Context: an optimization exercise on an open-source flow, tuned for small area. The choices shown serve that exercise and are no tape-out recipe.
The RTL was checked by simulation tests, not by an equivalence proof against the original design.
The clock input has no modelled driver; a real chip could not lean on it and would need a root buffer or a full tree.

== job 101 ==
## clock
module clock(
input clk,
input rst,
input hours_increment,
input hours_decrement,
input mins_increment,
input mins_decrement,
output [7:0] SEG,
output [5:0] ENABLE
    );
==> flow/config.mk <==
export PLATFORM = sky130hd
export DESIGN_NAME = clock
export DESIGN_NICKNAME = clock
export VERILOG_FILES = /design/flow/design.v
export SDC_FILE = /design/flow/constraint.sdc
export NUM_CORES = 4
export LEC_CHECK = 0
export ABC_AREA = 1
export CAP_MARGIN = 20
export CORE_MARGIN = 2
export CORE_UTILIZATION = 40
export GPL_TIMING_DRIVEN = 0
export PLACE_DENSITY = 0.6
export SLEW_MARGIN = 20
==> flow/constraint.sdc <==
create_clock -name core_clock -period 10.0 [get_ports {clk}]
set_input_delay 2.0000 -clock core_clock [delete_from_list [all_inputs] [get_ports {clk}]]
set_output_delay 2.0000 -clock core_clock [all_outputs]
set_load 0.01 [all_outputs]
standard.sh (not shown) runs the stock make flow with config.mk's settings and CLKGATE_MAP_FILE= SYNTH_SCRIPT=/design/flow/synth_recipe.tcl, a recipe that flattens the netlist after the stock synthesis.
==> flow/flow/run.sh <==
#!/bin/bash
# Layout flow: the standard synthesis; then the combinational logic between the
# registers re-mapped for area by ABC, every register instance kept as synthesis made
# it, and the result proven equivalent to the standard netlist; then the standard
# layout from floorplan to finish, with the smallest buffer on the ports and a flat
# clock tree (post_cts.tcl).
set -euo pipefail
cd "$(dirname "$0")/.."
W=$PWD
R=$W/orfs/results/$FLOW_PLATFORM/clock/base
LIB=$FLOW_HOME/platforms/$FLOW_PLATFORM/lib/sky130_fd_sc_hd__tt_025C_1v80.lib

bash standard.sh synth > $W/std_synth.log 2>&1
cp $R/1_2_yosys.v $W/std_netlist.v

# candidate re-mappings; the smallest one proven equivalent is kept
SCRIPTS=()
for seed in 0 1 2 3 4 5 6 7; do
  SCRIPTS+=("+strash;&get -n;&deepsyn -T 60 -S $seed;&put;dch -f;&get -n;&nf -R 1000;&put;mfs2;strash;dch -f;&get -n;&nf -R 1000;&put;mfs3 -a;topo")
done
SCRIPTS+=("+strash;ifraig;dc2;dch -f;map -a;mfs2;strash;dch -f;map -a;mfs2;strash;dch -f;map -a;topo")
best=$W/std_netlist.v
best_area=$(awk '/Chip area/ {print $NF}' <(yosys -p "read_liberty -lib $LIB; read_verilog $W/std_netlist.v; stat -liberty $LIB" 2>&1))
echo "standard netlist area $best_area" > $W/resynth_summary.log
for i in "${!SCRIPTS[@]}"; do
  # four at a time
  if (( i > 0 && i % 4 == 0 )); then wait; fi
  (
    RS_LIB=$LIB RS_IN=$W/std_netlist.v RS_OUT=$W/resynth_$i.v RS_TOP=$FLOW_TOP RS_SCRIPT="${SCRIPTS[$i]}" \
      yosys -c $W/flow/resynth.tcl > $W/resynth_$i.log 2>&1 || true
    EQ_LIB=$LIB EQ_A=$W/std_netlist.v EQ_B=$W/resynth_$i.v EQ_TOP=$FLOW_TOP \
      yosys -c $W/flow/equiv.tcl > $W/equiv_$i.log 2>&1 && touch $W/resynth_$i.ok || true
  ) &
done
wait
for i in "${!SCRIPTS[@]}"; do
  [[ -f $W/resynth_$i.ok ]] || { echo "script $i: not proven" >> $W/resynth_summary.log; continue; }
  a=$(awk '/Chip area/ {print $NF}' $W/resynth_$i.v.stat)
  echo "script $i: area $a" >> $W/resynth_summary.log
  if awk -v a="$a" -v b="$best_area" 'BEGIN {exit !(a < b)}'; then best=$W/resynth_$i.v; best_area=$a; fi
done
echo "kept $best ($best_area)" >> $W/resynth_summary.log

# the register instances must be the standard synthesis's, unchanged
grep -E 'sky130_fd_sc_hd__(df|edf|sdf|dl)' $W/std_netlist.v | sort > $W/regs_std.txt
grep -E 'sky130_fd_sc_hd__(df|edf|sdf|dl)' $best | sort > $W/regs_new.txt
cmp $W/regs_std.txt $W/regs_new.txt

cp $best $R/1_2_yosys.v
rm -f $R/1_synth.odb $R/1_synth.sdc
bash standard.sh \
  "BUFFER_PORTS_ARGS=-buffer_cell sky130_fd_sc_hd__buf_1" \
  "CTS_ARGS=-sink_clustering_enable -repair_clock_nets -dont_use_dummy_load -buf_list sky130_fd_sc_hd__clkbuf_8 -root_buf sky130_fd_sc_hd__clkbuf_8" \
  "POST_CTS_TCL=$W/flow/post_cts.tcl" \
  finish > $W/std_layout.log 2>&1
==> flow/flow/post_cts.tcl <==
# Replace the clock tree that CTS built by a flat one: the clock port drives
# one root cell (clk_root; none if empty), which drives nbuf leaf cells (bufm),
# each placed at the centre of a cluster of registers and driving that
# cluster's clock pins. With inverters the root and the leaves are both
# inverters, so the registers see the clock's own polarity.
set nbuf 5
if {[info exists ::env(CLK_NBUF)]} { set nbuf $::env(CLK_NBUF) }
set bufm sky130_fd_sc_hd__inv_8
if {[info exists ::env(CLK_BUF)]} { set bufm $::env(CLK_BUF) }
set clk_root sky130_fd_sc_hd__inv_4
if {[info exists ::env(CLK_ROOT)]} { set clk_root $::env(CLK_ROOT) }
set block [ord::get_db_block]
set db [ord::get_db]
set clk_port_net [$block findNet clk]

# register clock pins
set sinks {}
foreach inst [$block getInsts] {
  if {[[$inst getMaster] isSequential]} {
    lappend sinks [$inst findITerm CLK]
  }
}
# remove the CTS buffers
foreach inst [$block getInsts] {
  set n [$inst getName]
  if {[string match "clkbuf_*" $n] || [string match "clkload*" $n]} {
    set outs {}
    foreach it [$inst getITerms] {
      if {[$it isOutputSignal]} { set net [$it getNet]; if {$net != "NULL"} { lappend outs $net } }
    }
    odb::dbInst_destroy $inst
    foreach net $outs { if {[$net getName] != "clk"} { odb::dbNet_destroy $net } }
  }
}
foreach it $sinks {
  if {[$it getNet] != "NULL"} { $it disconnect }
}
# k-means on the register locations
set pts {}
foreach it $sinks {
  set b [[$it getInst] getBBox]
  lappend pts [list [expr {([$b xMin]+[$b xMax])/2.0}] [expr {([$b yMin]+[$b yMax])/2.0}]]
}
set n [llength $pts]
set cent {}
set sorted [lsort -real -index 0 $pts]
for {set k 0} {$k < $nbuf} {incr k} {
  lappend cent [lindex $sorted [expr {int(($k + 0.5) * $n / $nbuf)}]]
}
for {set iter 0} {$iter < 50} {incr iter} {
  set asg {}
  foreach p $pts {
    set best 0; set bd 1e30
    for {set k 0} {$k < $nbuf} {incr k} {
      set c [lindex $cent $k]
      set d [expr {abs([lindex $p 0]-[lindex $c 0]) + abs([lindex $p 1]-[lindex $c 1])}]
      if {$d < $bd} { set bd $d; set best $k }
    }
    lappend asg $best
  }
  set new {}
  for {set k 0} {$k < $nbuf} {incr k} {
    set sx 0; set sy 0; set c 0
    foreach p $pts a $asg { if {$a == $k} { set sx [expr {$sx+[lindex $p 0]}]; set sy [expr {$sy+[lindex $p 1]}]; incr c } }
    if {$c > 0} { lappend new [list [expr {$sx/$c}] [expr {$sy/$c}]] } else { lappend new [lindex $cent $k] }
  }
  set cent $new
}
set master [$db findMaster $bufm]
set leaf_in_net $clk_port_net
set in_pin A
set out_pin X
if {[string match "*__inv_*" $bufm] || [string match "*__clkinv_*" $bufm]} { set out_pin Y }
if {$clk_root != ""} {
  set rinst [odb::dbInst_create $block [$db findMaster $clk_root] "clkbuf_flat_root"]
  set leaf_in_net [odb::dbNet_create $block "clknet_flat_root"]
  $leaf_in_net setSigType CLOCK
  set rout X
  if {[string match "*__inv_*" $clk_root] || [string match "*__clkinv_*" $clk_root]} { set rout Y }
  [$rinst findITerm A] connect $clk_port_net
  [$rinst findITerm $rout] connect $leaf_in_net
  set sx 0; set sy 0
  foreach c $cent { set sx [expr {$sx + [lindex $c 0]}]; set sy [expr {$sy + [lindex $c 1]}] }
  $rinst setLocation [expr {int($sx / $nbuf)}] [expr {int($sy / $nbuf)}]
  $rinst setPlacementStatus PLACED
}
for {set k 0} {$k < $nbuf} {incr k} {
  set inst [odb::dbInst_create $block $master "clkbuf_flat_$k"]
  set net [odb::dbNet_create $block "clknet_flat_$k"]
  $net setSigType CLOCK
  [$inst findITerm $in_pin] connect $leaf_in_net
  [$inst findITerm $out_pin] connect $net
  set c [lindex $cent $k]
  $inst setLocation [expr {int([lindex $c 0])}] [expr {int([lindex $c 1])}]
  $inst setPlacementStatus PLACED
  foreach it $sinks a $asg { if {$a == $k} { $it connect $net } }
  puts "clock buffer $k: [llength [lsearch -all $asg $k]] registers"
}
detailed_placement
estimate_parasitics -placement
report_clock_skew
report_check_types -max_slew -max_capacitance
repair_timing -hold
detailed_placement
check_placement -verbose
==> flow/flow/resynth.tcl <==
# Re-map the combinational logic of a synthesized netlist for area, keeping every
# flip-flop instance (name, cell type, connections) as it is.
# env: RS_LIB (liberty), RS_IN (netlist), RS_OUT (netlist), RS_TOP, RS_SCRIPT (abc script)
set lib $::env(RS_LIB)
yosys read_liberty -ignore_miss_func $lib
yosys read_verilog -defer $::env(RS_IN)
yosys hierarchy -top $::env(RS_TOP)
# keep sequential cells as instances
yosys setattr -mod -set keep_hierarchy 1 {*__df*} {*__edf*} {*__sdf*} {*__dl*} {*__conb*}
yosys flatten
yosys rename -hide w:_*_.*
yosys opt_clean -purge
yosys opt -purge
yosys abc -liberty $lib -script $::env(RS_SCRIPT) -dont_use *probe* -dont_use *lpflow* -dont_use *clkbuf* -dont_use *clkinv* -dont_use *dly* -dont_use *conb*
yosys opt_clean -purge
yosys setundef -zero
yosys hilomap -singleton -hicell sky130_fd_sc_hd__conb_1 HI -locell sky130_fd_sc_hd__conb_1 LO
yosys splitnets
yosys opt_clean -purge
yosys select $::env(RS_TOP)
yosys tee -o $::env(RS_OUT).stat stat -liberty $lib
yosys write_verilog -noattr -noexpr -nohex -nodec -selected $::env(RS_OUT)
Other scripts of this flow, unchanged in this note and not shown: flow/flow/equiv.tcl
[inputs] job 102 vs job 101
- GPL_TIMING_DRIVEN no longer set, was 0
--- a/flow/flow/run.sh
+++ b/flow/flow/run.sh
@@ -15,15 +15,13 @@
 
 # candidate re-mappings; the smallest one proven equivalent is kept
-SCRIPTS=()
-for seed in 0 1 2 3 4 5 6 7; do
-  SCRIPTS+=("+strash;&get -n;&deepsyn -T 60 -S $seed;&put;dch -f;&get -n;&nf -R 1000;&put;mfs2;strash;dch -f;&get -n;&nf -R 1000;&put;mfs3 -a;topo")
-done
-SCRIPTS+=("+strash;ifraig;dc2;dch -f;map -a;mfs2;strash;dch -f;map -a;mfs2;strash;dch -f;map -a;topo")
+SCRIPTS=(
+  "+strash;&get -n;&deepsyn -T 60;&put;dch -f;&get -n;&nf -R 1000;&put;mfs2;strash;dch -f;&get -n;&nf -R 1000;&put;topo"
+  "+strash;&get -n;&deepsyn -T 60;&put;&get -n;&dch -f;&nf -R 1000;&put;topo"
+  "+strash;ifraig;dc2;dch -f;map -a;mfs2;strash;dch -f;map -a;mfs2;strash;dch -f;map -a;topo"
+)
 best=$W/std_netlist.v
 best_area=$(awk '/Chip area/ {print $NF}' <(yosys -p "read_liberty -lib $LIB; read_verilog $W/std_netlist.v; stat -liberty $LIB" 2>&1))
 echo "standard netlist area $best_area" > $W/resynth_summary.log
 for i in "${!SCRIPTS[@]}"; do
-  # four at a time
-  if (( i > 0 && i % 4 == 0 )); then wait; fi
   (
     RS_LIB=$LIB RS_IN=$W/std_netlist.v RS_OUT=$W/resynth_$i.v RS_TOP=$FLOW_TOP RS_SCRIPT="${SCRIPTS[$i]}" \
--- a/flow/flow/post_cts.tcl
+++ b/flow/flow/post_cts.tcl
@@ -1,13 +1,9 @@
 # Replace the clock tree that CTS built by a flat one: the clock port drives
-# one root cell (clk_root; none if empty), which drives nbuf leaf cells (bufm),
-# each placed at the centre of a cluster of registers and driving that
-# cluster's clock pins. With inverters the root and the leaves are both
-# inverters, so the registers see the clock's own polarity.
-set nbuf 5
+# CLK_NBUF buffers (CLK_BUF cells), each placed at the centre of a cluster of
+# registers and driving that cluster's clock pins.
+set nbuf 4
 if {[info exists ::env(CLK_NBUF)]} { set nbuf $::env(CLK_NBUF) }
-set bufm sky130_fd_sc_hd__inv_8
+set bufm sky130_fd_sc_hd__clkbuf_8
 if {[info exists ::env(CLK_BUF)]} { set bufm $::env(CLK_BUF) }
-set clk_root sky130_fd_sc_hd__inv_4
-if {[info exists ::env(CLK_ROOT)]} { set clk_root $::env(CLK_ROOT) }
 set block [ord::get_db_block]
 set db [ord::get_db]
@@ -68,27 +64,10 @@
 }
 set master [$db findMaster $bufm]
-set leaf_in_net $clk_port_net
-set in_pin A
-set out_pin X
-if {[string match "*__inv_*" $bufm] || [string match "*__clkinv_*" $bufm]} { set out_pin Y }
-if {$clk_root != ""} {
-  set rinst [odb::dbInst_create $block [$db findMaster $clk_root] "clkbuf_flat_root"]
-  set leaf_in_net [odb::dbNet_create $block "clknet_flat_root"]
-  $leaf_in_net setSigType CLOCK
-  set rout X
-  if {[string match "*__inv_*" $clk_root] || [string match "*__clkinv_*" $clk_root]} { set rout Y }
-  [$rinst findITerm A] connect $clk_port_net
-  [$rinst findITerm $rout] connect $leaf_in_net
-  set sx 0; set sy 0
-  foreach c $cent { set sx [expr {$sx + [lindex $c 0]}]; set sy [expr {$sy + [lindex $c 1]}] }
-  $rinst setLocation [expr {int($sx / $nbuf)}] [expr {int($sy / $nbuf)}]
-  $rinst setPlacementStatus PLACED
-}
 for {set k 0} {$k < $nbuf} {incr k} {
   set inst [odb::dbInst_create $block $master "clkbuf_flat_$k"]
   set net [odb::dbNet_create $block "clknet_flat_$k"]
   $net setSigType CLOCK
-  [$inst findITerm $in_pin] connect $leaf_in_net
-  [$inst findITerm $out_pin] connect $net
+  [$inst findITerm A] connect $clk_port_net
+  [$inst findITerm X] connect $net
   set c [lindex $cent $k]
   $inst setLocation [expr {int([lindex $c 0])}] [expr {int([lindex $c 1])}]
--- a/flow/flow/resynth.tcl
+++ b/flow/flow/resynth.tcl
@@ -16,4 +16,5 @@
 yosys setundef -zero
 yosys hilomap -singleton -hicell sky130_fd_sc_hd__conb_1 HI -locell sky130_fd_sc_hd__conb_1 LO
+yosys insbuf -buf sky130_fd_sc_hd__buf_4 A X
 yosys splitnets
 yosys opt_clean -purge
Notes after the runs:
Going from job 101 to job 102, count of cell instances traversed by the critical path went up 2; final worst-path cycle share went down 3.7 points; global-route usage went up 0.71 points. Diff job 101..job 102 | number of clock sinks seen by CTS | unchanged. Minimum clock period after layout ended up 0.37 ns lower on job 102 than on job 101. Re worst-case hold slack: job 101 and job 102 aren't equal, and the lower value belongs to job 101.
No run of this note takes its clock network from TritonCTS; it comes from the design's own scripts or RTL.

-- port drivers added, routing unchanged --
The flow's constraints put no driver on any port. The routed layouts listed below were extracted and timed again, unchanged, in two steps.
Step 1, drivers: a clkbuf_16 drives clk and a buf_2 each remaining input, both assumed.
Step 2 times the ports against the registers' clock, not the clock port: input delays grow and output delays shrink by t, the midpoint of the rising clock arrivals with the driver on.
Slacks: no drivers / after step 1 / after step 2; pairs: no drivers / after step 1.
| run | t, ns | setup slack, ns | clock arrival spread, ns | cell pins on the clock port's net |
|---|---|---|---|---|
| job 101 | 0.264 | 6.195 / 6.160 / 6.369 | 0.023 / 0.023 | 1 |
| job 102 | 0.230 | 6.564 / 6.502 / 6.686 | 0.011 / 0.012 | 4 |
After both steps every run listed still meets setup and hold.
